This is an optimization exercise on Yosys and OpenROAD, whose aim is small area, not a production implementation. Where RTL was checked, it was by simulation tests only, not by an equivalence proof against the original. The RTL of runs 3 to 5 was laid out without a check of its function. The clock cells of runs 1 to 4 come from the design's own scripts or RTL, not from TritonCTS. The clock port is modelled as an ideal driver, which makes a skipped or thinned clock tree look cheaper than it is; a real chip needs a root buffer or a tree. Power is estimated from default activity; no workload was simulated.

==> flow/design.v <==
module piezoController #(parameter FRQ = 1_000_000)
                        (input[2:0] octave,
                         input nOn,
                         input clk,
                         input nrst,
                         output reg piezo_wire);
    localparam integer MATCH0 = FRQ / 262 / 2;
    localparam integer MATCH1 = FRQ / 294 / 2;
    localparam integer MATCH2 = FRQ / 330 / 2;
    localparam integer MATCH3 = FRQ / 349 / 2;
    localparam integer MATCH4 = FRQ / 392 / 2;
    localparam integer MATCH5 = FRQ / 440 / 2;
    localparam integer MATCH6 = FRQ / 494 / 2;
    localparam integer MATCH7 = FRQ / 523 / 2;
    localparam integer W = (MATCH0 < 2047) ? 11 : 32;
    reg[W-1:0] cnt;
    reg[W-1:0] match_cnt;
    always @(*) begin
        case (octave)
            3'd0: match_cnt = MATCH0;
            3'd1: match_cnt = MATCH1;
            3'd2: match_cnt = MATCH2;
            3'd3: match_cnt = MATCH3;
            3'd4: match_cnt = MATCH4;
            3'd5: match_cnt = MATCH5;
            3'd6: match_cnt = MATCH6;
            default: match_cnt = MATCH7;
        endcase
    end
    reg gt;
    integer i;
    always @(*) begin
        gt = 1'b0;
        for (i = 0; i < W; i = i + 1)
            gt = match_cnt[i] ? (cnt[i] & gt) : (cnt[i] | gt);
    end
    reg[W-1:0] cnt_inc;
    reg c;
    always @(*) begin
        c = ~nOn;
        for (i = 0; i < W; i = i + 1) begin
            cnt_inc[i] = cnt[i] ^ c;
            c = c & cnt[i];
        end
    end
    wire clr = ~nrst | (~nOn & gt);
    always@(posedge clk)begin
        cnt <= clr ? {W{1'b0}} : cnt_inc;
        if (nrst == 0)
            piezo_wire <= 0;
        else if (~nOn & gt)
            piezo_wire <= ~piezo_wire;
    end
endmodule
module displayController (input clk,
                          input nrst,
                          input[1:0] display_d,  
                          output[7:0] seg_com,
                          output[6:0] seg7);
    reg[3:0] j;
    reg nrst_d;
    always @(posedge clk) begin
        j      <= {4{nrst_d}} & {j[2:0], ~j[3]};
        nrst_d <= nrst;
    end
    wire[7:0] dg;  
    assign dg[0] = ~j[0] & ~j[3];
    assign dg[1] = j[0] & ~j[1];
    assign dg[2] = j[1] & ~j[2];
    assign dg[3] = j[2] & ~j[3];
    assign dg[4] = j[3] & j[0];
    assign dg[5] = ~j[0] & j[1];
    assign dg[6] = ~j[1] & j[2];
    assign dg[7] = ~j[2] & j[3];
    assign seg_com = ~dg;
    wire[2:0] nd = {nrst_d, display_d};
    assign seg7[0] = (dg[0] & (nd == 3'd0 | nd == 3'd1 | nd == 3'd2 | nd == 3'd3 | nd == 3'd4 | nd == 3'd5 | nd == 3'd6)) |
                     (dg[1] & (nd == 3'd0 | nd == 3'd1 | nd == 3'd2 | nd == 3'd3 | nd == 3'd4 | nd == 3'd5 | nd == 3'd6)) |
                     (dg[2] & (nd == 3'd0 | nd == 3'd1 | nd == 3'd2 | nd == 3'd3 | nd == 3'd4 | nd == 3'd6 | nd == 3'd7)) |
                     dg[3] |
                     dg[4] |
                     dg[5] |
                     dg[6] |
                     dg[7];
    assign seg7[1] = dg[0] |
                     dg[1] |
                     dg[2] |
                     dg[3];
    assign seg7[2] = (dg[0] & (nd == 3'd0 | nd == 3'd1 | nd == 3'd2 | nd == 3'd3 | nd == 3'd7)) |
                     (dg[1] & (nd == 3'd0 | nd == 3'd1 | nd == 3'd2 | nd == 3'd3 | nd == 3'd4 | nd == 3'd5 | nd == 3'd7)) |
                     (dg[2] & (nd == 3'd4 | nd == 3'd5 | nd == 3'd6 | nd == 3'd7)) |
                     (dg[3] & (nd == 3'd0 | nd == 3'd1 | nd == 3'd2 | nd == 3'd3 | nd == 3'd5 | nd == 3'd6 | nd == 3'd7)) |
                     (dg[4] & (nd == 3'd0 | nd == 3'd1 | nd == 3'd2 | nd == 3'd3));
    assign seg7[3] = (dg[0] & (nd == 3'd0 | nd == 3'd1 | nd == 3'd2 | nd == 3'd3 | nd == 3'd6 | nd == 3'd7)) |
                     (dg[1] & (nd == 3'd0 | nd == 3'd1 | nd == 3'd2 | nd == 3'd3 | nd == 3'd6)) |
                     (dg[2] & (nd == 3'd0 | nd == 3'd1 | nd == 3'd2 | nd == 3'd3 | nd == 3'd4 | nd == 3'd5)) |
                     (dg[3] & (nd == 3'd0 | nd == 3'd1 | nd == 3'd2 | nd == 3'd3 | nd == 3'd4));
    assign seg7[4] = (dg[0] & (nd == 3'd4 | nd == 3'd5 | nd == 3'd6)) |
                     (dg[1] & (nd == 3'd4 | nd == 3'd5 | nd == 3'd6)) |
                     (dg[2] & (nd == 3'd0 | nd == 3'd1 | nd == 3'd2 | nd == 3'd3 | nd == 3'd6 | nd == 3'd7)) |
                     (dg[3] & (nd == 3'd4));
    assign seg7[5] = (dg[0] & (nd == 3'd4 | nd == 3'd5)) |
                     (dg[1] & (nd == 3'd4 | nd == 3'd5)) |
                     (dg[2] & (nd == 3'd6 | nd == 3'd7)) |
                     (dg[3] & (nd == 3'd5 | nd == 3'd6));
    assign seg7[6] = (dg[0] & (nd == 3'd6)) |
                     (dg[1] & (nd == 3'd0 | nd == 3'd1 | nd == 3'd2 | nd == 3'd3 | nd == 3'd4 | nd == 3'd5 | nd == 3'd6)) |
                     (dg[2] & (nd == 3'd0 | nd == 3'd1 | nd == 3'd2 | nd == 3'd3 | nd == 3'd6 | nd == 3'd7)) |
                     dg[3];
endmodule
module mainController #(parameter FRQ = 1_000_000)  
                       (input clk,
                        input[7:0] key,
                        input nrst,
                        output[7:0] seg_com,
                        output[6:0] seg7,
                        output piezo_wire);
    localparam[3:0] S0   = 4'b0000, S5   = 4'b0001, S3   = 4'b0010, S5F  = 4'b0011,
                    S1A  = 4'b0100, S1B  = 4'b0101, S4   = 4'b0110,
                    S2FA = 4'b1000, S2FB = 4'b1001, S2   = 4'b1010, S3F  = 4'b1011;
    reg[3:0] state;
    reg pass;          
    reg[2:0] octave;   
    wire[2:0] cnt_lo;
    wire cnt_zero;
    runCounter runCounter01(.clk(clk), .nrst(nrst), .inc(~state[2]), .lo(cnt_lo), .zero(cnt_zero));
    wire tdone;
    durationTimer #(.FRQ(FRQ)) timer01(.clk(clk), .load(state[2]), .done(tdone));
    wire tend = tdone | cnt_zero;
    wire[1:0] display_d = state[1] ? 2'd1 : (state[0] ? {1'b1, ~pass} : 2'd0);
    piezoController #(.FRQ(FRQ)) piezoController01(.octave(octave), .nOn(~state[3]), .clk(clk), .nrst(nrst), .piezo_wire(piezo_wire));
    displayController displayController01(.clk(clk), .nrst(nrst), .display_d(display_d), .seg_com(seg_com), .seg7(seg7));
    always @(posedge clk) begin
        if (state[2])
            octave <= cnt_lo;
        if (state == S4)
            pass <= key[octave];
        if (nrst == 0)
            state <= S0;
        else begin
            case (state)
                S0:   state <= key[4] ? S1A : S0;
                S1A:  state <= S2FA;
                S1B:  state <= S2FB;
                S2FA: state <= S2;
                S2FB: state <= S2;
                S2:   state <= tend ? S3F : S2;
                S3F:  state <= (key != 0) ? S4 : S3;
                S3:   state <= (key != 0) ? S4 : S3;
                S4:   state <= S5F;
                S5F:  state <= S5;
                S5:   state <= tend ? S1B : S5;
                default: state <= S0;
            endcase
        end
    end
endmodule
module runCounter (input clk,
                   input nrst,
                   input inc,
                   output reg[2:0] lo,
                   output zero);
    reg[26:0] hi;
    wire step = inc & lo[2] & lo[1] & lo[0];
    wire low0 = ~|hi[25:0];
    wire fb = hi[26] ^ hi[25] ^ hi[24] ^ hi[21] ^ low0;
    assign zero = low0 & ~hi[26] & ~lo[2] & ~lo[1] & ~lo[0];
    wire sh = nrst & step;
    wire hd = nrst & ~step;
    always @(posedge clk) begin
        lo[0] <= nrst & (lo[0] ^ inc);
        lo[1] <= nrst & (lo[1] ^ (inc & lo[0]));
        lo[2] <= nrst & (lo[2] ^ (inc & lo[1] & lo[0]));
        hi    <= ({27{sh}} & {hi[25:0], fb}) | ({27{hd}} & hi);
    end
endmodule
module durationTimer #(parameter FRQ = 1_000_000)
                      (input clk,
                       input load,
                       output done);
    generate
        if (FRQ == 1_000_000) begin : g_lfsr
            localparam[19:0] P = 20'h55555;
            reg[19:0] es;
            wire[19:0] e = es ^ P;
            always @(posedge clk)
                es <= load ? 20'd0 : ({e[18:0], e[19] ^ e[16]} ^ P);
            assign done = (e == 20'h5e7cd);
        end
        else begin : g_bin
            reg[31:0] e;
            always @(posedge clk)
                e <= load ? 32'd0 : e + 1;
            assign done = (e > FRQ);
        end
    endgenerate
endmodule
==> flow/flow/run.sh <==
#!/bin/bash
# Own layout flow: the standard ORFS flow (standard.sh), with these
# changes to how the layout is made:
#  - synthesis runs without the full/half-adder extraction (ADDER_MAP_FILE
#    empty) and maps with each of the ABC scripts abc_*.script here in turn
#    (as ORFS's abc_area.script); the layout is made from the one whose
#    netlist has the smallest cell area. The registers are those of the
#    standard synthesis, as the same synthesis script makes them;
#  - ports are buffered with the smallest buffer, sky130_fd_sc_hd__buf_1;
#  - in place of clock tree synthesis, clock_buffer.tcl splits the
#    registers by location into CLOCK_COLS x CLOCK_ROWS equal groups, each
#    driven by one CLOCK_LEAF_CELL buffer, driven in turn by the clock port
#    (or by a CLOCK_ROOT_CELL buffer, if set).
# Every tool's output goes to the ORFS logs under orfs/ (and try_N/ for the
# trial syntheses), and make's own output to flow_make.log and
# try_N.log, in the folder this runs in.
set -euo pipefail
W=$(pwd)
rm -rf "$W/orfs_scripts"
cp -r "$FLOW_HOME/scripts" "$W/orfs_scripts"
export SCRIPTS_DIR="$W/orfs_scripts"
export ADDER_MAP_FILE=
export BUFFER_PORTS_ARGS="-buffer_cell sky130_fd_sc_hd__buf_1"
export CLOCK_LEAF_CELL=sky130_fd_sc_hd__buf_4
export CLOCK_ROOT_CELL=sky130_fd_sc_hd__clkbuf_2
export CLOCK_COLS=3
export CLOCK_ROWS=2
python3 - "$W/orfs_scripts/cts.tcl" "$W/flow/clock_buffer.tcl" <<'PY'
import sys
p, t = sys.argv[1], sys.argv[2]
s = open(p).read()
old = "log_cmd clock_tree_synthesis {*}$cts_args"
assert s.count(old) == 1
open(p, "w").write(s.replace(old, "source " + t))
PY

best=""; best_area=""
for s in "$W"/flow/abc_*.script; do
  n=$(basename "$s" .script)
  cp "$s" "$W/orfs_scripts/abc_area.script"
  rm -rf "$W/try_$n"
  sed "s|WORK_HOME=[^ ]*|WORK_HOME=$W/try_$n|" "$W/standard.sh" > "$W/try_$n.sh"
  if bash "$W/try_$n.sh" synth > "$W/try_$n.log" 2>&1; then
    a=$(awk '/Chip area for module/ {print $NF}' "$W"/try_$n/reports/*/mainController/base/synth_stat.txt | head -1)
    echo "$n: $a" >> "$W/synth_choice.log"
    if [[ -n "$a" ]] && { [[ -z "$best_area" ]] || awk -v a="$a" -v b="$best_area" 'BEGIN{exit !(a<b)}'; }; then
      best=$s; best_area=$a
    fi
  else
    echo "$n: failed" >> "$W/synth_choice.log"
  fi
done
[[ -n "$best" ]] || best="$W/flow/abc_1.script"
echo "chosen: $(basename "$best")" >> "$W/synth_choice.log"
cp "$best" "$W/orfs_scripts/abc_area.script"
bash "$W/standard.sh" > "$W/flow_make.log" 2>&1
==> flow/flow/abc_1.script <==
strash
dch
amap
topo
==> flow/flow/abc_2.script <==
strash
&get -n
&fraig -x
&put
scorr
dc2
dretime
strash
&get -n
&dch -f
&nf
&put
==> flow/flow/abc_3.script <==
strash
dc2
&get -n
&dch -f
&nf -a
&put
==> flow/flow/abc_4.script <==
strash
&get -n
&dch -f
&nf -a -F 5 -A 5
&put
topo
==> flow/flow/abc_5.script <==
strash
dc2
dch -f
map -a
topo
==> flow/flow/clock_buffer.tcl <==
proc clock_buffer_place { block master name innet outnet x y } {
  set inst [odb::dbInst_create $block $master $name]
  [$inst findITerm A] connect $innet
  [$inst findITerm X] connect $outnet
  [$inst findITerm VPWR] connect [$block findNet VDD]
  [$inst findITerm VGND] connect [$block findNet VSS]
  $inst setLocation $x $y
  $inst setPlacementStatus PLACED
  return $inst
}

proc clock_leaf_buffers { leaf_cell root_cell cols rows } {
  set db [ord::get_db]
  set block [ord::get_db_block]
  set src [lindex [get_property [lindex [all_clocks] 0] sources] 0]
  set net [[$block findBTerm [get_full_name $src]] getNet]
  $net setSigType CLOCK
  set sinks {}
  foreach it [$net getITerms] {
    lassign [[$it getInst] getLocation] x y
    lappend sinks [list $it $x $y]
  }
  set n [llength $sinks]
  set groups {}
  set by_x [lsort -integer -index 1 $sinks]
  for {set c 0} {$c < $cols} {incr c} {
    set col [lrange $by_x [expr {$c * $n / $cols}] [expr {($c + 1) * $n / $cols - 1}]]
    set m [llength $col]
    set by_y [lsort -integer -index 2 $col]
    for {set r 0} {$r < $rows} {incr r} {
      lappend groups [lrange $by_y [expr {$r * $m / $rows}] [expr {($r + 1) * $m / $rows - 1}]]
    }
  }
  if {$root_cell ne ""} {
    set leaf_in [odb::dbNet_create $block "clknet_0_clk"]
    $leaf_in setSigType CLOCK
  } else {
    set leaf_in $net
  }
  set leaf_master [$db findMaster $leaf_cell]
  set lx 0
  set ly 0
  set g 0
  foreach grp $groups {
    set newnet [odb::dbNet_create $block "clknet_leaf_${g}_clk"]
    $newnet setSigType CLOCK
    set sx 0
    set sy 0
    foreach s $grp {
      set it [lindex $s 0]
      $it disconnect
      $it connect $newnet
      set sx [expr {$sx + [lindex $s 1]}]
      set sy [expr {$sy + [lindex $s 2]}]
    }
    set cx [expr {$sx / [llength $grp]}]
    set cy [expr {$sy / [llength $grp]}]
    clock_buffer_place $block $leaf_master "clkbuf_leaf_${g}_clk" $leaf_in $newnet $cx $cy
    puts "clock_leaf_buffers: $leaf_cell $g drives [llength $grp] clock sinks"
    set lx [expr {$lx + $cx}]
    set ly [expr {$ly + $cy}]
    incr g
  }
  if {$root_cell ne ""} {
    clock_buffer_place $block [$db findMaster $root_cell] "clkbuf_0_clk" $net $leaf_in \
      [expr {$lx / $g}] [expr {$ly / $g}]
    puts "clock_leaf_buffers: root $root_cell drives $g leaf buffers"
  }
}
clock_leaf_buffers $::env(CLOCK_LEAF_CELL) $::env(CLOCK_ROOT_CELL) \
  $::env(CLOCK_COLS) $::env(CLOCK_ROWS)
set_propagated_clock [all_clocks]
==> flow/standard.sh <==
#!/bin/bash
# synth_recipe.tcl (not shown) runs the flow's synth.tcl, then flattens the netlist and writes it again
# the make line also repeats each setting of config.mk as NAME=value (left out here)
make -C /OpenROAD-flow-scripts/flow DESIGN_CONFIG=/design/flow/config.mk WORK_HOME=/design/flow/orfs CLKGATE_MAP_FILE= SYNTH_SCRIPT=/design/flow/synth_recipe.tcl "${@:-finish}"
==> flow/config.mk <==
export PLATFORM = sky130hd
export DESIGN_NAME = mainController
export DESIGN_NICKNAME = mainController
export VERILOG_FILES = /design/flow/design.v
export SDC_FILE = /design/flow/constraint.sdc
export NUM_CORES = 4
export LEC_CHECK = 0
export ABC_AREA = 1
export CAP_MARGIN = 20
export CORE_MARGIN = 2
export CORE_UTILIZATION = 40
export SLEW_MARGIN = 20
==> flow/constraint.sdc <==
create_clock -name core_clock -period 10.0 [get_ports {clk}]
set_input_delay 2.0000 -clock core_clock [delete_from_list [all_inputs] [get_ports {clk}]]
set_output_delay 2.0000 -clock core_clock [all_outputs]
set_load 0.01 [all_outputs]
==> impl_metrics.yaml, run 1 <==
worst_setup_path:
  r2r_end: "piezoController01.cnt[2]"
  cp-start-kind: "flip-flop"
  cp_max_fo: 4
  endpoint_kind: "output pin"
  worstPathRequired_ps: 8000
  rr_worst_depth: 21
  r2r_start: "octave[2]"
  path_class: "reg -> out"
  rrSetupSlack_ps: 6660
  crit_arrival_ps: 2390
global_routing:
  grt_remaining_overflow: 0
  grt_use_total_pct: 13.1
  grt_pass1_wl_um: 8740
  grt_max_degree: 29
  antenna_found_initial: 0
  grt_pass1_vias: 2085
cells_and_area:
  nNetsFinal: 386
  fillCellCount: 725
  layoutNonFillerInstCount: 470
  drive_above_1_share_pct: 2.14
  area_delta_synth_final_pct: 9.52
  diodes: 0
hold_path:
  hold_depth: 1
  min_from: "timer01.g_lfsr.es[17]"
  hp-class: "reg -> reg"
  hold_end: "timer01.g_lfsr.es[18]"
die:
  fp-row-count: 30
  die_w_um: 88.5
  design.core.area_um2: 6830
  start_util_pct: 41.8
  die_height_um: 88.5
  ios: 26
  die_area_um2: 7820
cts:
  insertion_delay_ps: 430
  clk_pin_slew_ps: 110
  cts_hold_buffers: 0
  cts_setup_buffers: 0
  cts_resized: 0
sta:
  timing.fmax_mhz: 228
  fin_crit_sh_pct: 43.9
  setup_viol: 0
  final_hold_viol_count: 0
  skew_ps: 12.6
  rsz0062_at_grt: "false"
  tns_ps: 0
  report.final.slew_viol_count: 0
  max-slew-margin-rel_pct: 34.1
  min_period_ps: 4390
  worst_pin_slew_ps: 985
synthesis:
  synth-seq-cells: 75
  synth_mux_area_share_pct: 0
  synthAdderAreaFrac_pct: 0
  synthSimpleGateAreaFrac_pct: 20.5
  syn-cell-area_um2: 2850
  synth_compound_area_share_pct: 18.8
  synth_nets: 351
  synth_xor_area_share_pct: 0
  synth_top_family_by_area: "simple AND/OR/NAND/NOR gates"
  seq_area_frac_synth_pct: 54.0
  postSynthAreaPerCell_um2: 8.37
  synthCells: 341
  synthDistinctLibCells: 33
  ys.warnings.count: 5
route:
  routed_via_density: 5.08
  post-route-drc-count: 0
  wl_um: 5300
  first_pass_iters: 4
  drtIter0Drc: 75
  wl_per_cell_um: 11.3
  num_vias: 2388
  ant_nets: 0
power:
  ir_drop_mv: 0.0936
  leakage_nw: 1.08
  powerDensity_nw_per_um2: 179
placement:
  placed_cells: 463
  place_hpwl_um: 3810
  port_buffers: 25
  gp_congestion: 0.802
outcome:
  status: "finished clean"
run:
  cap_violations: 0
where the power goes:
part | total, mW | leakage (nW) | internal (mW) | switching, mW
Sequential | 0.374 | 0.619 | 0.344 | 0.0296
Clock | 0.117 | 0.0330 | 0.0331 | 0.0841
Combinational | 0.0693 | 0.427 | 0.0286 | 0.0407
Total | 0.561 | 1.08 | 0.406 | 0.154
sequential cells by signal, summed over array words and instances, names as in the netlist:
signal and cells:
piezoController01.cnt 11, pass 1, state 4, timer01.g_lfsr.es 20, octave 3, displayController01.j 4, runCounter01.hi 27, displayController01.nrst_d 1
piezoController01.piezo_wire 1, runCounter01.lo 3
synthesized netlist by cell type (all sizes together):
master,number,area [um2]
o21a,1,7.51
nor3,9,45.0
nand4b,1,8.76
a32oi,2,17.5
dfxtp,71,1420
or4,2,15.0
a41oi,1,8.76
clkinv,51,191
edfxtp,4,120
nor4bb,1,10.0
a222oi,2,20.0
or4b,1,10.0
nor2b,5,31.3
o211ai,1,7.51
o22ai,32,200
o32ai,1,8.76
a21oi,14,70.1
o21bai,1,7.51
a221o,1,10.0
nand3,2,10.0
a31oi,1,6.26
a211oi,8,60.1
nand2,20,75.1
and3,1,6.26
nor2,76,285
a221oi,2,17.5
o32a,1,10.0
a2111oi,1,8.76
nor4,6,37.5
and2,1,6.26
nand4,7,43.8
o31ai,2,15.0
o21ai,12,60.1
worst max-delay path by stage:
stage          startpoint  endpoint  slack [ps]  cells past startpoint
6_report         state[0]   seg7[0]        5610                     10
2_1_floorplan    state[0]   seg7[0]        6380                      9
4_1_cts          state[0]   seg7[0]        5560                     10
3_3_place_gp     state[0]   seg7[0]        6150                     10
5_1_grt          state[0]   seg7[0]        5330                     10
3_5_place_dp     state[0]   seg7[0]        6070                     10
area by class of cell:
class | instances | area, um2 | area share, %
inverter | 51 | 191 | 6.13
timing repair buffer | 26 | 101 | 3.24
buffer | 7 | 50.0 | 1.60
sequential | 75 | 1540 | 49.3
tap | 96 | 120 | 3.84
multi-input combinational | 215 | 1120 | 35.8
stage by stage:
stage	hold slack, ps	setup slack [ps]	util, %	instance area, um2	total power [mW]
global route	428	5330	45.7	3120	0.594
detailed placement	396	6070	45.0	3070	0.451
finish	406	5610	45.7	3120	0.561
CTS	412	5560	45.7	3120	0.570
floorplan	378	6380	-	2850	0.425
global placement	390	6150	45.0	3070	0.449
critical path: stages (launching register included):
cell	delay [ps]
dfxtp_1	400
clkinv_1	130
nor2_1	230
clkinv_1	150
nor2_1	180
clkinv_1	120
nor2_1	190
o22ai_1	120
a211oi_1	190
nand4_1	110
buf_1	140
logic make-up (layout without fill, tap and decap cells):
kind of cell	count (synthesis)	after routing
and+or+nand+nor	132	132
DFF	75	75
buffers and inverters	51	84
AOI/OAI and AO/OA	83	83
cell usage in the layout, fill, tap and decap left out, types with 2 or more instances in the layout:
| master | n |
|---|---|
| a221oi_1 | 2 |
| a21oi_1 | 14 |
| a211oi_1 | 8 |
| o31ai_1 | 2 |
| o21ai_0 | 12 |
| nand2_1 | 20 |
| edfxtp_1 | 4 |
| buf_4 | 7 |
| nor4_1 | 6 |
| nand4_1 | 7 |
| a32oi_1 | 2 |
| o22ai_1 | 32 |
| buf_1 | 25 |
| a222oi_1 | 2 |
| or4_1 | 2 |
| dfxtp_1 | 71 |
| nand3_1 | 2 |
| clkinv_1 | 51 |
| nor2b_1 | 5 |
| nor2_1 | 76 |
| nor3_1 | 9 |
metal layers:
layer  vias up  GRT usage [%]  share of wire, %  routed length, um
li1       1270              -                 -                  -
met1      1061           16.9                50               2670
met2        50           23.7                43               2290
met3         7           1.87               5.0                267
met4         0           2.62               1.3                 70
met5         -              0                 0                  0
==> run 2, diff against run 1 <==
--- a/flow/flow/run.sh
+++ b/flow/flow/run.sh
@@ -23,5 +23,5 @@
 export BUFFER_PORTS_ARGS="-buffer_cell sky130_fd_sc_hd__buf_1"
-export CLOCK_LEAF_CELL=sky130_fd_sc_hd__buf_4
-export CLOCK_ROOT_CELL=sky130_fd_sc_hd__clkbuf_2
-export CLOCK_COLS=3
+export CLOCK_LEAF_CELL=sky130_fd_sc_hd__buf_8
+export CLOCK_ROOT_CELL=
+export CLOCK_COLS=2
 export CLOCK_ROWS=2
==> run 2 against run 1 <==
  * Fmax grew 7.3%
  * Worst setup slack gained 300 ps
  * Hold slack better by 2.0 ps
  * Sequential power about the same
  * Final cell count fell by 0.64%
  * Combinational power about the same
  * Global-route usage down 0.20 points
  * Critical endpoint unchanged
  * Total power grew 0.27%
  * Via count did not move
  * First-iteration DRC count increased by 29%
==> impl_metrics.yaml, run 2 <==
outcome:
  status: "finished clean"
die:
  die_w_um: 88.5
  ios: 26
  fp-row-count: 30
  die_area_um2: 7820
  start_util_pct: 41.8
  die_height_um: 88.5
  design.core.area_um2: 6830
worst_setup_path:
  r2r_start: "octave[2]"
  path_class: "reg -> out"
  crit_arrival_ps: 2090
  rrSetupSlack_ps: 6650
  endpoint_kind: "output pin"
  crit_family: "simple AND/OR/NAND/NOR gates"
  r2r_end: "piezoController01.cnt[5]"
  worstPathRequired_ps: 8000
  crit_buf_inv: 4
  cp_max_fo: 4
  crit_slowest_cell: "dfxtp_1"
  rr_worst_depth: 21
  slowest_delay_ps: 390
  crit_chain: "clkinv_1, nor2_1, clkinv_1, nor2_1, clkinv_1, nor2_1, o22ai_1, a211oi_1, nand4_1, buf_1"
  cp-start-kind: "flip-flop"
sta:
  report.final.slew_viol_count: 0
  min_period_ps: 4090
  rsz0062_at_grt: "false"
  timing.fmax_mhz: 244
  worst_pin_slew_ps: 983
  max-slew-margin-rel_pct: 34.3
  setup_viol: 0
  tns_ps: 0
  skew_ps: 11.3
  fin_crit_sh_pct: 40.9
  final_hold_viol_count: 0
  holdWs_ps: 408
cts:
  cts_setup_buffers: 0
  cts_hold_buffers: 0
  cts_resized: 0
  insertion_delay_ps: 130
  clk_pin_slew_ps: 100
global_routing:
  grt_max_degree: 29
  antenna_found_initial: 0
  grt_remaining_overflow: 0
  grt_use_total_pct: 13.0
  grt_pass1_vias: 2034
  grt_pass1_wl_um: 8670
hold_path:
  min_from: "timer01.g_lfsr.es[0]"
  hp-class: "reg -> reg"
  hold_depth: 1
  hold_end: "timer01.g_lfsr.es[1]"
run:
  cap_violations: 0
route:
  wl_um: 5230
  first_pass_iters: 4
  wl_per_cell_um: 11.2
  drtIter0Drc: 97
  routed_via_density: 5.11
  post-route-drc-count: 0
  ant_nets: 0
  num_vias: 2388
synthesis:
  synthTopCellsByArea: "dfxtp_1 50%, nor2_1 10%, o22ai_1 7.0%, clkinv_1 6.7%, edfxtp_1 4.2%"
  synthCells: 341
  synth-edff-count: 4
  netlist_top_cells_count: "76 x nor2_1, 71 x dfxtp_1, 51 x clkinv_1"
  synth_top_area_share_pct: 49.8
  synth-seq-cells: 75
  synth_ff_type: "dfxtp_1"
  synth_most_common_cell: "nor2_1"
  postSynthAreaPerCell_um2: 8.37
  synthArstFlopShare_pct: 0
  synth_nets: 351
  syn-cell-area_um2: 2850
  yosysTopAreaCell: "dfxtp_1"
  synthDistinctLibCells: 33
  seq_area_frac_synth_pct: 54.0
  ys.warnings.count: 5
cells_and_area:
  layoutNonFillerInstCount: 467
  diodes: 0
  largest_reg_flops: 27
  final_common_cell: "nor2_1"
  nNetsFinal: 383
  area_delta_synth_final_pct: 9.87
  final_core_util_pct: 45.9
  most-common-layout-cells: "76 x nor2_1, 71 x dfxtp_1, 51 x clkinv_1, 32 x o22ai_1, 25 x buf_1"
  largest_register: "runCounter01.hi"
  drive_above_1_share_pct: 1.35
  layout_top_registers: "runCounter01.hi: 27 flops, timer01.g_lfsr.es: 20 flops, piezoController01.cnt: 11 flops"
placement:
  placed_cells: 463
  place_hpwl_um: 3810
  gp_congestion: 0.802
  port_buffers: 25
power:
  total_power_mw: 0.562
  leakage_nw: 1.08
  ir_drop_mv: 0.114
  powerDensity_nw_per_um2: 179
## run 2: metal layers
metal | up-vias | share of wire [%] | global-route usage, % | routed length, um
met1 | 1069 | 51 | 17.5 | 2690
li1 | 1267 | - | - | -
met4 | 0 | 1.3 | 1.93 | 69
met5 | - | 0 | 0 | 0
met3 | 6 | 4.4 | 1.31 | 229
met2 | 46 | 43 | 23.0 | 2240
## run 2: worst max path at each step
stage / depth (start not counted) / from / slack (ps) / to
6_report: 10 / state[0] / 5910 / seg7[0]
5_1_grt: 10 / state[0] / 5680 / seg7[0]
4_1_cts: 10 / state[0] / 5910 / seg7[0]
3_5_place_dp: 10 / state[0] / 6070 / seg7[0]
3_3_place_gp: 10 / state[0] / 6150 / seg7[0]
2_1_floorplan: 9 / state[0] / 6380 / seg7[0]
## run 2: layout make-up
| cell class | count | area, um2 |
|---|---|---|
| Fill cell | 723 | 3700 |
| Sequential cell | 75 | 1540 |
| Multi-Input combinational cell | 215 | 1120 |
| Inverter | 51 | 191 |
| Tap cell | 96 | 120 |
| Timing Repair Buffer | 26 | 101 |
| Buffer | 4 | 60.1 |
## run 2: power by group
part           internal (mW)  switching [mW]  total [mW]
Combinational         0.0286          0.0407      0.0693
Clock                 0.0459          0.0728       0.119
Sequential             0.345          0.0295       0.374
## run 2: cells by family (layout without fill, tap and decap cells)
kind of cell,after synthesis,count (layout),share of synthesized area (%)
DFF,75,75,54.0
and+or+nand+nor,132,132,20.5
buffers and inverters,51,81,6.71
AOI/OAI and AO/OA,83,83,18.8
## run 2: through the flow
stage | area, um2 | worst slack, ps
after floorplan | 2850 | 6380
final | 3130 | 5910
after global routing | 3130 | 5680
after CTS | 3130 | 5910
after global placement | 3070 | 6150
after detailed placement | 3070 | 6070
==> run 3, diff against run 2 <==
--- a/flow/design.v
+++ b/flow/design.v
@@ -59,6 +59,6 @@
                           output[6:0] seg7);
-    reg[3:0] j;
+    reg[2:0] cnt_d;
     reg nrst_d;
     always @(posedge clk) begin
-        j      <= {4{nrst_d}} & {j[2:0], ~j[3]};
+        cnt_d  <= {3{nrst_d}} & (cnt_d + 3'd1);
         nrst_d <= nrst;
@@ -66,10 +66,8 @@
     wire[7:0] dg;  
-    assign dg[0] = ~j[0] & ~j[3];
-    assign dg[1] = j[0] & ~j[1];
-    assign dg[2] = j[1] & ~j[2];
-    assign dg[3] = j[2] & ~j[3];
-    assign dg[4] = j[3] & j[0];
-    assign dg[5] = ~j[0] & j[1];
-    assign dg[6] = ~j[1] & j[2];
-    assign dg[7] = ~j[2] & j[3];
+    genvar g;
+    generate
+        for (g = 0; g < 8; g = g + 1) begin : g_dg
+            assign dg[g] = (cnt_d == g);
+        end
+    endgenerate
     assign seg_com = ~dg;
==> flow/flow/abc_6.script (new file) <==
strash
dch -f
amap
topo
==> flow/flow/abc_7.script (new file) <==
strash
&get -n
&dch
&nf -a
&put
topo
==> run 3 against run 2 <==
  * Synthesized cell count shrank 11%
  * Routed wire length shrank 2.6%
  * Fmax grew 9.9%
  * Critical path depth shrank 5
  * Clock power is essentially flat
  * Via count shrank 5.9%
  * Clock skew is essentially flat
  * Core utilization grew 0.18 points
  * Worst setup slack gained 370 ps
  * Register-to-register slack gained 720 ps
  * Global-route usage shrank 0.18 points
==> impl_metrics.yaml, run 3 <==
outcome:
  status: "finished clean"
power:
  p_clk_share_pct: 21.3
  p_int_mw: 0.412
  ir_drop_mv: 0.118
  seqPwrFrac_pct: 66.9
  powerDensity_nw_per_um2: 174
  leakage_nw: 1.13
  p_switching_mw: 0.136
  swShare_pct: 24.9
  comb_power_share_pct: 11.8
route:
  routed_via_density: 5.25
  ant_nets: 0
  first_pass_iters: 5
  wl_per_cell_um: 11.9
  num_vias: 2248
  wl_um: 5090
  post-route-drc-count: 0
  drtIter0Drc: 110
global_routing:
  grt_max_degree: 29
  grt_use_total_pct: 12.8
  grt_pass1_wl_um: 8610
  antenna_found_initial: 0
  grt_remaining_overflow: 0
  grt_pass1_vias: 1975
run:
  cap_violations: 0
worst_setup_path:
  crit_buf_inv: 2
  slowest_delay_ps: 540
  crit_chain: "clkinv_1, or2_0, o21ai_0, o211ai_1, buf_1"
  crit_arrival_ps: 1720
  crit_slowest_cell: "dfxtp_1"
  cp-start-kind: "flip-flop"
  cp_max_fo: 11
  crit_family: "flip-flops"
  worstPathRequired_ps: 8000
  path_class: "reg -> out"
  endpoint_kind: "output pin"
synthesis:
  seq_area_frac_synth_pct: 53.3
  synth_nets: 312
  synthDistinctLibCells: 37
  synthTopCellsByArea: "dfxtp_1 49%, a22o_1 8.0%, nor2_1 6.3%, edfxtp_1 4.2%, a21oi_1 3.3%"
  synth-edff-count: 4
  yosysTopAreaCell: "dfxtp_1"
  synth_most_common_cell: "dfxtp_1"
  syn-cell-area_um2: 2850
  netlist_top_cells_count: "70 x dfxtp_1, 48 x nor2_1, 26 x a22o_1"
  synth-seq-cells: 74
  synthCells: 302
  synth_ff_type: "dfxtp_1"
  synth_top_area_share_pct: 49.1
  ys.warnings.count: 5
  synthArstFlopShare_pct: 0
  postSynthAreaPerCell_um2: 9.45
cts:
  cts_resized: 0
  cts_setup_buffers: 0
  clk_pin_slew_ps: 100
  cts_hold_buffers: 0
  insertion_delay_ps: 130
sta:
  skew_ps: 10.9
  max-slew-margin-rel_pct: 38.8
  min_period_ps: 3720
  setup_viol: 0
  setup_ws_ps: 6280
  tns_ps: 0
  rsz0062_at_grt: "false"
  worst_pin_slew_ps: 917
  final_hold_viol_count: 0
  report.final.slew_viol_count: 0
  timing.fmax_mhz: 269
  fin_crit_sh_pct: 37.2
die:
  start_util_pct: 41.8
  die_w_um: 88.5
  fp-row-count: 30
  design.core.area_um2: 6830
  die_area_um2: 7830
  ios: 26
  die_height_um: 88.5
cells_and_area:
  layout_top_registers: "runCounter01.hi: 27 flops, timer01.g_lfsr.es: 20 flops, piezoController01.cnt: 11 flops"
  area_delta_synth_final_pct: 10.3
  largest_register: "runCounter01.hi"
  final_area_um2: 3150
  largest_reg_flops: 27
  fillCellCount: 679
  final_common_cell: "dfxtp_1"
  diodes: 0
  most-common-layout-cells: "70 x dfxtp_1, 48 x nor2_1, 26 x a22o_1, 25 x buf_1"
  nNetsFinal: 344
  drive_above_1_share_pct: 2.11
placement:
  place_hpwl_um: 3540
  port_buffers: 25
  placed_cell_area_um2: 3080
  pre_cts_ws_ps: 6380
  gp_congestion: 0.875
hold_path:
  hp-class: "reg -> reg"
==> run 3: worst paths after layout <==
kind                                    from  cells past startpoint                        to  slack (ps)
setup / recovery  displayController01.nrst_d                      5                   seg7[6]        6280
hold / removal         timer01.g_lfsr.es[14]                      1     timer01.g_lfsr.es[15]         400
setup reg to reg                   octave[1]                     11  piezoController01.cnt[6]        7370
hold reg to reg        timer01.g_lfsr.es[14]                      1     timer01.g_lfsr.es[15]         400
==> run 3: cells by family after synthesis <==
| group | after synthesis | synth area share, % |
|---|---|---|
| AO/OA/AOI/OAI | 84 | 20.2 |
| XOR/XNOR | 10 | 3.07 |
| buffers and inverters | 7 | 0.921 |
| flip-flops | 74 | 53.3 |
| multiplexers | 1 | 0.789 |
| AND/OR/NAND/NOR | 126 | 21.7 |
==> run 3: stage by stage <==
step	cells	utilization, %	hold slack (ps)	power, mW
after floorplan	302	-	378	0.414
after global placement	424	45.1	384	0.437
final	428	46.1	398	0.548
after CTS	428	46.0	400	0.554
after detailed placement	424	45.1	387	0.438
after global routing	428	46.1	408	0.578
==> run 3: power by group through the flow <==
stage                     Combinational, mW  Clock [mW]  Sequential (mW)
after floorplan                      0.0492           0            0.365
after global placement               0.0632           0            0.374
after detailed placement             0.0645           0            0.373
after CTS                            0.0648       0.122            0.367
after global routing                 0.0743       0.131            0.372
final                                0.0645       0.117            0.367
==> run 3: layer usage <==
metal  track usage, %  vias to the layer above  share of wire (%)
li1                 -                     1169                  -
met1             19.1                     1031                 53
met2             20.8                       43                 42
met3             1.12                        5                3.8
met4             1.52                        0                1.2
met5                0                        -                  0
==> run 3: worst register-to-register path, cell delays in order (launching register included) <==
cell and delay [ps]:
edfxtp_1 580, xor2_1 240, or2_0 240, a221oi_1 250, o21ai_0 130, a22oi_1 150
o21a_1 150, o21ai_0 70, a32oi_1 240, o21ai_0 120, buf_4 200, nor3_1 180
==> run 3: cell type report <==
cell class	instances	area [um2]	area share [%]
Multi-Input combinational cell	221	1320	41.9
Inverter	7	26.3	0.835
Timing Repair Buffer	26	101	3.22
Buffer	4	60.1	1.91
Sequential cell	74	1520	48.3
Tap cell	96	120	3.82
==> run 4, diff against run 3 <==
--- a/flow/design.v
+++ b/flow/design.v
@@ -59,6 +59,6 @@
                           output[6:0] seg7);
-    reg[2:0] cnt_d;
+    reg[3:0] j;
     reg nrst_d;
     always @(posedge clk) begin
-        cnt_d  <= {3{nrst_d}} & (cnt_d + 3'd1);
+        j      <= {4{nrst_d}} & {j[2:0], ~j[3]};
         nrst_d <= nrst;
@@ -66,8 +66,10 @@
     wire[7:0] dg;  
-    genvar g;
-    generate
-        for (g = 0; g < 8; g = g + 1) begin : g_dg
-            assign dg[g] = (cnt_d == g);
-        end
-    endgenerate
+    assign dg[0] = ~j[0] & ~j[3];
+    assign dg[1] = j[0] & ~j[1];
+    assign dg[2] = j[1] & ~j[2];
+    assign dg[3] = j[2] & ~j[3];
+    assign dg[4] = j[3] & j[0];
+    assign dg[5] = ~j[0] & j[1];
+    assign dg[6] = ~j[1] & j[2];
+    assign dg[7] = ~j[2] & j[3];
     assign seg_com = ~dg;
@@ -115,22 +117,25 @@
                         output piezo_wire);
-    localparam[3:0] S0   = 4'b0000, S5   = 4'b0001, S3   = 4'b0010, S5F  = 4'b0011,
-                    S1A  = 4'b0100, S1B  = 4'b0101, S4   = 4'b0110,
-                    S2FA = 4'b1000, S2FB = 4'b1001, S2   = 4'b1010, S3F  = 4'b1011;
+    localparam[3:0] S5FP = 4'b0000, S5FF = 4'b0001, S5P  = 4'b0010, S5F  = 4'b0011,
+                    S1A  = 4'b0100, S4   = 4'b0101, S1BP = 4'b0110, S1BF = 4'b0111,
+                    S2FA = 4'b1000, S2   = 4'b1001, S2FBP= 4'b1010, S2FBF= 4'b1011,
+                    S3F  = 4'b1100, S3   = 4'b1101, S0   = 4'b1110;
     reg[3:0] state;
-    reg pass;          
     reg[2:0] octave;   
+    wire load = ~state[3] & state[2];
+    wire tone = (state[3] & ~state[2]) | (state == S3F);
+    wire fgrp = state[1] & ~(state[3] & state[2]);
+    wire zgrp = (state == S0) || (state == S1A) || (state == S2FA);
+    wire[1:0] display_d = fgrp ? {1'b1, state[0]} : (zgrp ? 2'd0 : 2'd1);
     wire[2:0] cnt_lo;
     wire cnt_zero;
-    runCounter runCounter01(.clk(clk), .nrst(nrst), .inc(~state[2]), .lo(cnt_lo), .zero(cnt_zero));
+    runCounter runCounter01(.clk(clk), .nrst(nrst), .inc(~load), .lo(cnt_lo), .zero(cnt_zero));
     wire tdone;
-    durationTimer #(.FRQ(FRQ)) timer01(.clk(clk), .load(state[2]), .done(tdone));
+    durationTimer #(.FRQ(FRQ)) timer01(.clk(clk), .load(load), .done(tdone));
     wire tend = tdone | cnt_zero;
-    wire[1:0] display_d = state[1] ? 2'd1 : (state[0] ? {1'b1, ~pass} : 2'd0);
-    piezoController #(.FRQ(FRQ)) piezoController01(.octave(octave), .nOn(~state[3]), .clk(clk), .nrst(nrst), .piezo_wire(piezo_wire));
+    piezoController #(.FRQ(FRQ)) piezoController01(.octave(octave), .nOn(~tone), .clk(clk), .nrst(nrst), .piezo_wire(piezo_wire));
     displayController displayController01(.clk(clk), .nrst(nrst), .display_d(display_d), .seg_com(seg_com), .seg7(seg7));
+    wire fail = ~key[octave];
     always @(posedge clk) begin
-        if (state[2])
+        if (load)
             octave <= cnt_lo;
-        if (state == S4)
-            pass <= key[octave];
         if (nrst == 0)
@@ -139,13 +144,17 @@
             case (state)
-                S0:   state <= key[4] ? S1A : S0;
-                S1A:  state <= S2FA;
-                S1B:  state <= S2FB;
-                S2FA: state <= S2;
-                S2FB: state <= S2;
-                S2:   state <= tend ? S3F : S2;
-                S3F:  state <= (key != 0) ? S4 : S3;
-                S3:   state <= (key != 0) ? S4 : S3;
-                S4:   state <= S5F;
-                S5F:  state <= S5;
-                S5:   state <= tend ? S1B : S5;
+                S0:    state <= key[4] ? S1A : S0;
+                S1A:   state <= S2FA;
+                S1BP:  state <= S2FBP;
+                S1BF:  state <= S2FBF;
+                S2FA:  state <= S2;
+                S2FBP: state <= S2;
+                S2FBF: state <= S2;
+                S2:    state <= tend ? S3F : S2;
+                S3F:   state <= (key != 0) ? S4 : S3;
+                S3:    state <= (key != 0) ? S4 : S3;
+                S4:    state <= {3'b000, fail};             
+                S5FP:  state <= S5P;
+                S5FF:  state <= S5F;
+                S5P:   state <= tend ? S1BP : S5P;
+                S5F:   state <= tend ? S1BF : S5F;
                 default: state <= S0;
==> run 4 against run 3 <==
  * Still clean
  * Combinational power grew to 2.6 times the previous value
  * Clock skew down 7.2 ps
  * Fmax is 17% lower
  * Routed wire length up 4.5%
  * Worst setup slack lost 740 ps
  * Design area shrank 0.32%
  * Register-to-register slack got worse by 50 ps
  * Global-route usage rose by 0.85 points
  * Final cell count down 1.9%
  * Critical path type unchanged
  * Critical endpoint is now seg7[2]
  * Highest routed layer unchanged
==> impl_metrics.yaml, run 4 <==
outcome:
  status: "finished clean"
cells_and_area:
  regArea_um2: 1510
  multiInputGateArea_um2: 1330
  fillCellCount: 676
  largest_reg_flops: 27
  nNetsFinal: 336
  drive_above_1_share_pct: 2.16
  diodes: 0
  most-common-layout-cells: "71 x dfxtp_1, 38 x nor2_1, 28 x a22o_1, 25 x buf_1, 19 x nand2_1"
  final_common_cell: "dfxtp_1"
  layout_top_registers: "runCounter01.hi: 27 flops, timer01.g_lfsr.es: 20 flops, piezoController01.cnt: 11 flops"
  area_delta_synth_final_pct: 10.0
  final_area_um2: 3140
  largest_register: "runCounter01.hi"
cts:
  clk_pin_slew_ps: 100
  cts_hold_buffers: 0
  cts_resized: 0
  cts_setup_buffers: 0
  insertion_delay_ps: 130
synthesis:
  synth-seq-cells: 74
  yosysTopAreaCell: "dfxtp_1"
  synthCells: 295
  synthTopCellsByArea: "dfxtp_1 50%, a22o_1 8.6%, nor2_1 5.0%, edfxtp_1 3.2%, a21oi_1 2.8%"
  synth_most_common_cell: "dfxtp_1"
  synth_top_area_share_pct: 49.8
  synth_ff_type: "dfxtp_1"
  synthArstFlopShare_pct: 0
  syn-cell-area_um2: 2850
  ys.warnings.count: 5
  seq_area_frac_synth_pct: 53.0
  postSynthAreaPerCell_um2: 9.67
  synthDistinctLibCells: 37
  netlist_top_cells_count: "71 x dfxtp_1, 38 x nor2_1, 28 x a22o_1"
  synth-edff-count: 3
  synth_nets: 305
global_routing:
  grt_pass1_wl_um: 9030
  grt_use_total_pct: 13.6
  antenna_found_initial: 0
  grt_max_degree: 29
  grt_remaining_overflow: 0
  grt_pass1_vias: 2027
worst_setup_path:
  cp_num_cells: 9
  worstPathRequired_ps: 8000
  endpoint_kind: "output pin"
  slowest_delay_ps: 590
  crit_slowest_cell: "clkinv_1"
  rrSetupSlack_ps: 7320
  r2r_start: "state[1]"
  crit_chain: "nand2b_1, clkinv_1, nor2_1, a21oi_1, nor2b_1, o21ai_0, a221oi_1, o21ai_0, buf_1"
  worstSetupEndpoint: "seg7[2]"
  cp-start-kind: "flip-flop"
  cp_max_fo: 24
  crit_start: "state[3]"
  rr_worst_depth: 10
  cp_common_cell: "o21ai_0"
  r2r_end: "piezoController01.cnt[10]"
  crit_buf_inv: 2
  crit_family: "buffers and inverters"
  path_class: "reg -> out"
  crit_arrival_ps: 2460
power:
  ir_drop_mv: 0.110
  powerDensity_nw_per_um2: 224
  leakage_nw: 1.15
die:
  die_area_um2: 7820
  design.core.area_um2: 6830
  die_height_um: 88.4
  die_w_um: 88.4
  fp-row-count: 30
  ios: 26
  start_util_pct: 41.7
placement:
  gp_congestion: 0.856
  port_buffers: 25
  placed_cell_area_um2: 3080
  place_hpwl_um: 3750
route:
  wl_per_cell_um: 12.7
  drtIter0Drc: 109
  num_vias: 2237
  first_pass_iters: 5
  post-route-drc-count: 0
  routed_via_density: 5.33
  wl_um: 5320
  ant_nets: 0
run:
  cap_violations: 0
sta:
  holdWs_ps: 406
  skew_ps: 3.74
  min_period_ps: 4460
  max-slew-margin-rel_pct: 39.9
  fin_crit_sh_pct: 44.6
  report.final.slew_viol_count: 0
  worst_pin_slew_ps: 901
  final_hold_viol_count: 0
  rsz0062_at_grt: "false"
  timing.fmax_mhz: 224
  setup_viol: 0
  tns_ps: 0
hold_path:
  hp-class: "reg -> reg"
run 4: cell types whose count changed in the layout (fill, tap and decap cells not counted), sizes merged, moves of 4 or more:
| cell | change |
|---|---|
| nor2 | -10 |
| and2 | +4 |
| nand4 | +4 |
| or2 | -4 |
run 4: cells by family after synthesis:
kind of cell	Yosys count	synth area share [%]
buffers and inverters	7	0.922
and+or+nand+nor	121	21.2
AOI/OAI and AO/OA	80	19.8
muxes	3	1.97
DFF	74	53.0
xor gates and xnor gates	10	3.07
run 4: worst min-delay path by stage:
| stage | to | slack (ps) | cells after the start | start |
|---|---|---|---|---|
| after floorplan | timer01.g_lfsr.es[16] | 380 | 1 | timer01.g_lfsr.es[15] |
| after global placement | timer01.g_lfsr.es[19] | 400 | 1 | timer01.g_lfsr.es[18] |
| after detailed placement | timer01.g_lfsr.es[13] | 400 | 1 | timer01.g_lfsr.es[12] |
| after CTS | timer01.g_lfsr.es[19] | 410 | 1 | timer01.g_lfsr.es[18] |
| after global routing | timer01.g_lfsr.es[10] | 430 | 1 | timer01.g_lfsr.es[9] |
| final | timer01.g_lfsr.es[19] | 410 | 1 | timer01.g_lfsr.es[18] |
run 4: cell type report:
| cell class | count | share of cell area, % |
|---|---|---|
| timing repair buffer | 25 | 2.99 |
| tap | 96 | 3.83 |
| buffer | 4 | 1.91 |
| sequential | 74 | 48.2 |
| multi-input combinational | 214 | 42.2 |
| inverter | 7 | 0.838 |
run 4: stage by stage:
| step | cells | setup WS (ps) | total power, mW | utilization (%) |
|---|---|---|---|---|
| 4_1_cts | 420 | 5540 | 0.707 | 45.9 |
| 3_3_place_gp | 416 | 5740 | 0.589 | 44.9 |
| 5_1_grt | 420 | 5210 | 0.753 | 45.9 |
| 3_5_place_dp | 416 | 5710 | 0.591 | 45.0 |
| 2_1_floorplan | 295 | 6190 | 0.539 | - |
| 6_report | 420 | 5540 | 0.702 | 45.9 |
run 4: routing by layer:
layer	vias up	global-route usage, %	part of all wire (%)
li1	1157	-	-
met3	5	1.12	4.1
met2	39	23.7	45
met5	-	0	0
met4	0	1.24	0.96
met1	1036	19.3	50
run 4: power breakdown:
part | internal, mW | switching [mW] | total, mW | leakage (nW)
Clock | 0.0459 | 0.0717 | 0.118 | 0.0297
Sequential | 0.362 | 0.0552 | 0.417 | 0.611
Combinational | 0.0691 | 0.0984 | 0.167 | 0.512
==> run 5, diff against run 4 <==
--- a/flow/flow/run.sh
+++ b/flow/flow/run.sh
@@ -9,6 +9,3 @@
 #  - ports are buffered with the smallest buffer, sky130_fd_sc_hd__buf_1;
-#  - in place of clock tree synthesis, clock_buffer.tcl splits the
-#    registers by location into CLOCK_COLS x CLOCK_ROWS equal groups, each
-#    driven by one CLOCK_LEAF_CELL buffer, driven in turn by the clock port
-#    (or by a CLOCK_ROOT_CELL buffer, if set).
+#  - clock tree synthesis uses clkbuf_4 and adds no dummy loads.
 # Every tool's output goes to the ORFS logs under orfs/ (and try_N/ for the
@@ -23,14 +20,3 @@
 export BUFFER_PORTS_ARGS="-buffer_cell sky130_fd_sc_hd__buf_1"
-export CLOCK_LEAF_CELL=sky130_fd_sc_hd__buf_8
-export CLOCK_ROOT_CELL=
-export CLOCK_COLS=2
-export CLOCK_ROWS=2
-python3 - "$W/orfs_scripts/cts.tcl" "$W/flow/clock_buffer.tcl" <<'PY'
-import sys
-p, t = sys.argv[1], sys.argv[2]
-s = open(p).read()
-old = "log_cmd clock_tree_synthesis {*}$cts_args"
-assert s.count(old) == 1
-open(p, "w").write(s.replace(old, "source " + t))
-PY
+export CTS_ARGS="-sink_clustering_enable -repair_clock_nets -dont_use_dummy_load -buf_list sky130_fd_sc_hd__clkbuf_4"
 
removed: flow/flow/abc_6.script
removed: flow/flow/abc_7.script
removed: flow/flow/clock_buffer.tcl
==> run 5 against run 4 <==
  * Global-route usage up 0.93 points
  * Worst setup slack worse by 300 ps
  * Area after synthesis increased by 0.39%
  * Routed wire length is 1.7% lower
  * Hold slack worse by 7.1 ps
  * Register-to-register slack better by 120 ps
  * Largest cell class unchanged
  * Critical path depth fell by 1
  * Die area is 0.38% higher
  * Via count grew 1.7%
==> impl_metrics.yaml, run 5 <==
cells_and_area:
  nNetsFinal: 343
  largest_register: "runCounter01.hi"
  drive_above_1_share_pct: 3.93
  final_common_cell: "dfxtp_1"
  most-common-layout-cells: "71 x dfxtp_1, 45 x nor2_1, 26 x a22o_1, 25 x buf_1, 22 x a21oi_1"
  area_delta_synth_final_pct: 10.5
  diodes: 0
  layout_top_registers: "runCounter01.hi: 27 flops, timer01.g_lfsr.es: 20 flops, piezoController01.cnt: 11 flops"
  largest_reg_flops: 27
  final_core_util_pct: 46.0
  layoutNonFillerInstCount: 427
synthesis:
  synth_compound_area_share_pct: 20.6
  synth-edff-count: 3
  synthDistinctLibCells: 39
  synthArstFlopShare_pct: 0
  synth-seq-cells: 74
  synth_ff_type: "dfxtp_1"
  synth_most_common_cell: "dfxtp_1"
  synth_top_area_share_pct: 49.7
  synth_mux_area_share_pct: 1.92
  synthAdderAreaFrac_pct: 0
  synth_xor_area_share_pct: 3.06
  syn-cell-area_um2: 2860
  synthCells: 296
  netlist_top_cells_count: "71 x dfxtp_1, 45 x nor2_1, 26 x a22o_1"
  postSynthAreaPerCell_um2: 9.67
  synth_nets: 306
  yosysTopAreaCell: "dfxtp_1"
  ys.warnings.count: 5
  synth_top_family_by_area: "simple AND/OR/NAND/NOR gates"
  synthSimpleGateAreaFrac_pct: 21.1
  seq_area_frac_synth_pct: 52.8
  synthTopCellsByArea: "dfxtp_1 50%, a22o_1 8.0%, nor2_1 5.9%, a21oi_1 3.8%, edfxtp_1 3.1%"
worst_setup_path:
  path_class: "reg -> out"
  cp_max_fo: 25
  rr_worst_depth: 9
  r2r_start: "state[3]"
  crit_family: "simple AND/OR/NAND/NOR gates"
  crit_slowest_cell: "clkinv_1"
  worstPathRequired_ps: 8000
  crit_start: "state[3]"
  crit_arrival_ps: 2770
  crit_chain: "nand2b_1, clkinv_1, nor3_1, nor2_1, nand3_1, o211ai_1, a21o_1, buf_1"
  endpoint_kind: "output pin"
  slowest_delay_ps: 570
  cp_num_cells: 8
  cp-start-kind: "flip-flop"
  crit_buf_inv: 2
cts:
  root_buffer: "clkbuf_4"
  cts_setup_buffers: 0
  h-tree-depth: 3
  cts_resized: 0
  cts_hold_buffers: 0
  insertion_delay_ps: 420
  cts_tree: "done"
  numCtsBuffers: 9
  max-clock-path-buffers: 2
  clk_pin_slew_ps: 120
  cts.sinks: 74
hold_path:
  hp-class: "reg -> reg"
  hold_depth: 1
  min_from: "timer01.g_lfsr.es[9]"
sta:
  max-slew-margin-rel_pct: 38.6
  report.final.slew_viol_count: 0
  worst_pin_slew_ps: 921
  timing.fmax_mhz: 210
  skew_ps: 32.2
  min_period_ps: 4770
  holdWs_ps: 399
  fin_crit_sh_pct: 47.7
  rsz0062_at_grt: "false"
  setup_viol: 0
  tns_ps: 0
  final_hold_viol_count: 0
die:
  design.core.area_um2: 6870
  start_util_pct: 41.7
  die_height_um: 88.6
  die_area_um2: 7850
  die_w_um: 88.6
  ios: 26
  fp-row-count: 30
route:
  routed_via_density: 5.33
  post-route-drc-count: 0
  first_pass_iters: 4
  num_vias: 2274
  wl_per_cell_um: 12.2
  drtIter0Drc: 125
  ant_nets: 0
  wl_um: 5230
placement:
  gp_congestion: 0.840
  port_buffers: 25
  place_hpwl_um: 3550
  placed_cells: 418
global_routing:
  grt_use_total_pct: 14.6
  grt_pass1_wl_um: 8800
  antenna_found_initial: 0
  grt_pass1_vias: 1962
  grt_remaining_overflow: 0
  grt_max_degree: 29
power:
  ir_drop_mv: 0.0835
  leakage_nw: 1.15
  powerDensity_nw_per_um2: 231
  total_power_mw: 0.732
run:
  cap_violations: 0
outcome:
  status: "finished clean"
-- run 5: cell count changes after synthesis, moves of 3 or more --
| cell | previous run | this run |
|---|---|---|
| nor2b_1 | 3 | 8 |
| a21oi_1 | 16 | 22 |
| nand3_1 | 8 | 5 |
| nand2_1 | 19 | 10 |
| o31ai_1 | 3 | 0 |
| clkinv_1 | 7 | 4 |
| and2_0 | 9 | 5 |
| nor2_1 | 38 | 45 |
-- run 5: area by class of cell --
class	count	area [um2]
timing repair buffer	26	101
fill	669	3710
tap	96	120
multi-input combinational	218	1350
sequential	74	1510
inverter	4	15.0
clock buffer	9	67.6
-- run 5: worst reg2reg max path: stages, from the launching register on --
cell	delay [ps]
dfxtp_1	430
nor2b_1	340
a21oi_1	160
nor2b_1	290
and4_1	320
and3_1	210
and2_0	290
and3_1	240
xnor2_1	120
nor2_1	50
-- run 5: worst paths after layout --
check                             end  slack (ps)
min             timer01.g_lfsr.es[10]         400
max reg2reg  piezoController01.cnt[9]        7440
min reg2reg     timer01.g_lfsr.es[10]         400
max                           seg7[4]        5230
-- run 5: through the flow --
step | cell area (um2) | setup WS [ps]
2_1_floorplan | 2860 | 6050
3_3_place_gp | 3090 | 5750
3_5_place_dp | 3090 | 5670
4_1_cts | 3160 | 5210
5_1_grt | 3160 | 4850
6_report | 3160 | 5230
-- run 5: metal layers --
layer / vias up / global-route usage [%] / wire length (um)
met1: 1039 / 19.0 / 2560
li1: 1173 / - / -
met5: - / 0 / 0
met3: 10 / 5.60 / 266
met2: 52 / 21.4 / 2300
met4: 0 / 6.61 / 106
-- run 5: where the power goes --
group,switching [mW],leakage (nW),internal [mW]
clock,0.0838,0.0414,0.0418
sequential,0.0578,0.611,0.363
combinational,0.108,0.501,0.0772
total,0.249,1.15,0.482
-- run 5: cells by family after synthesis --
logic type             count (synthesis)
AND/OR/NAND/NOR                      119
AO/OA/AOI/OAI                         86
flip-flops                            74
XOR/XNOR                              10
buffers and inverters                  4
multiplexers                           3

## what the ideal ports hide
The results above use ideal ports. As a check the final layouts listed here were re-extracted and re-timed, cells and wires unchanged. Step 1, drivers: a clkbuf_16 drives clk and a buf_2 each remaining input, both assumed. Step 2, shift: input delay + t, output delay - t, t = (earliest + latest rising clock arrival at the registers) / 2. This alone moves slack from input paths to output paths. Three values: ideal, step 1, step 2; two values: the first two.
| run | shift t [ns] | setup WS [ns] | worst setup path at the end |
|---|---|---|---|
| run 1 | 0.447 | 5.610 / 5.585 / 6.032 | register to output |
| run 2 | 0.195 | 5.909 / 5.840 / 6.035 | register to output |
| run 3 | 0.192 | 6.277 / 6.209 / 6.344 | input to register |
| run 4 | 0.196 | 5.535 / 5.465 / 5.661 | register to output |
| run 5 | 0.432 | 5.232 / 5.204 / 5.636 | register to output |
After both steps every run listed still meets setup and hold.
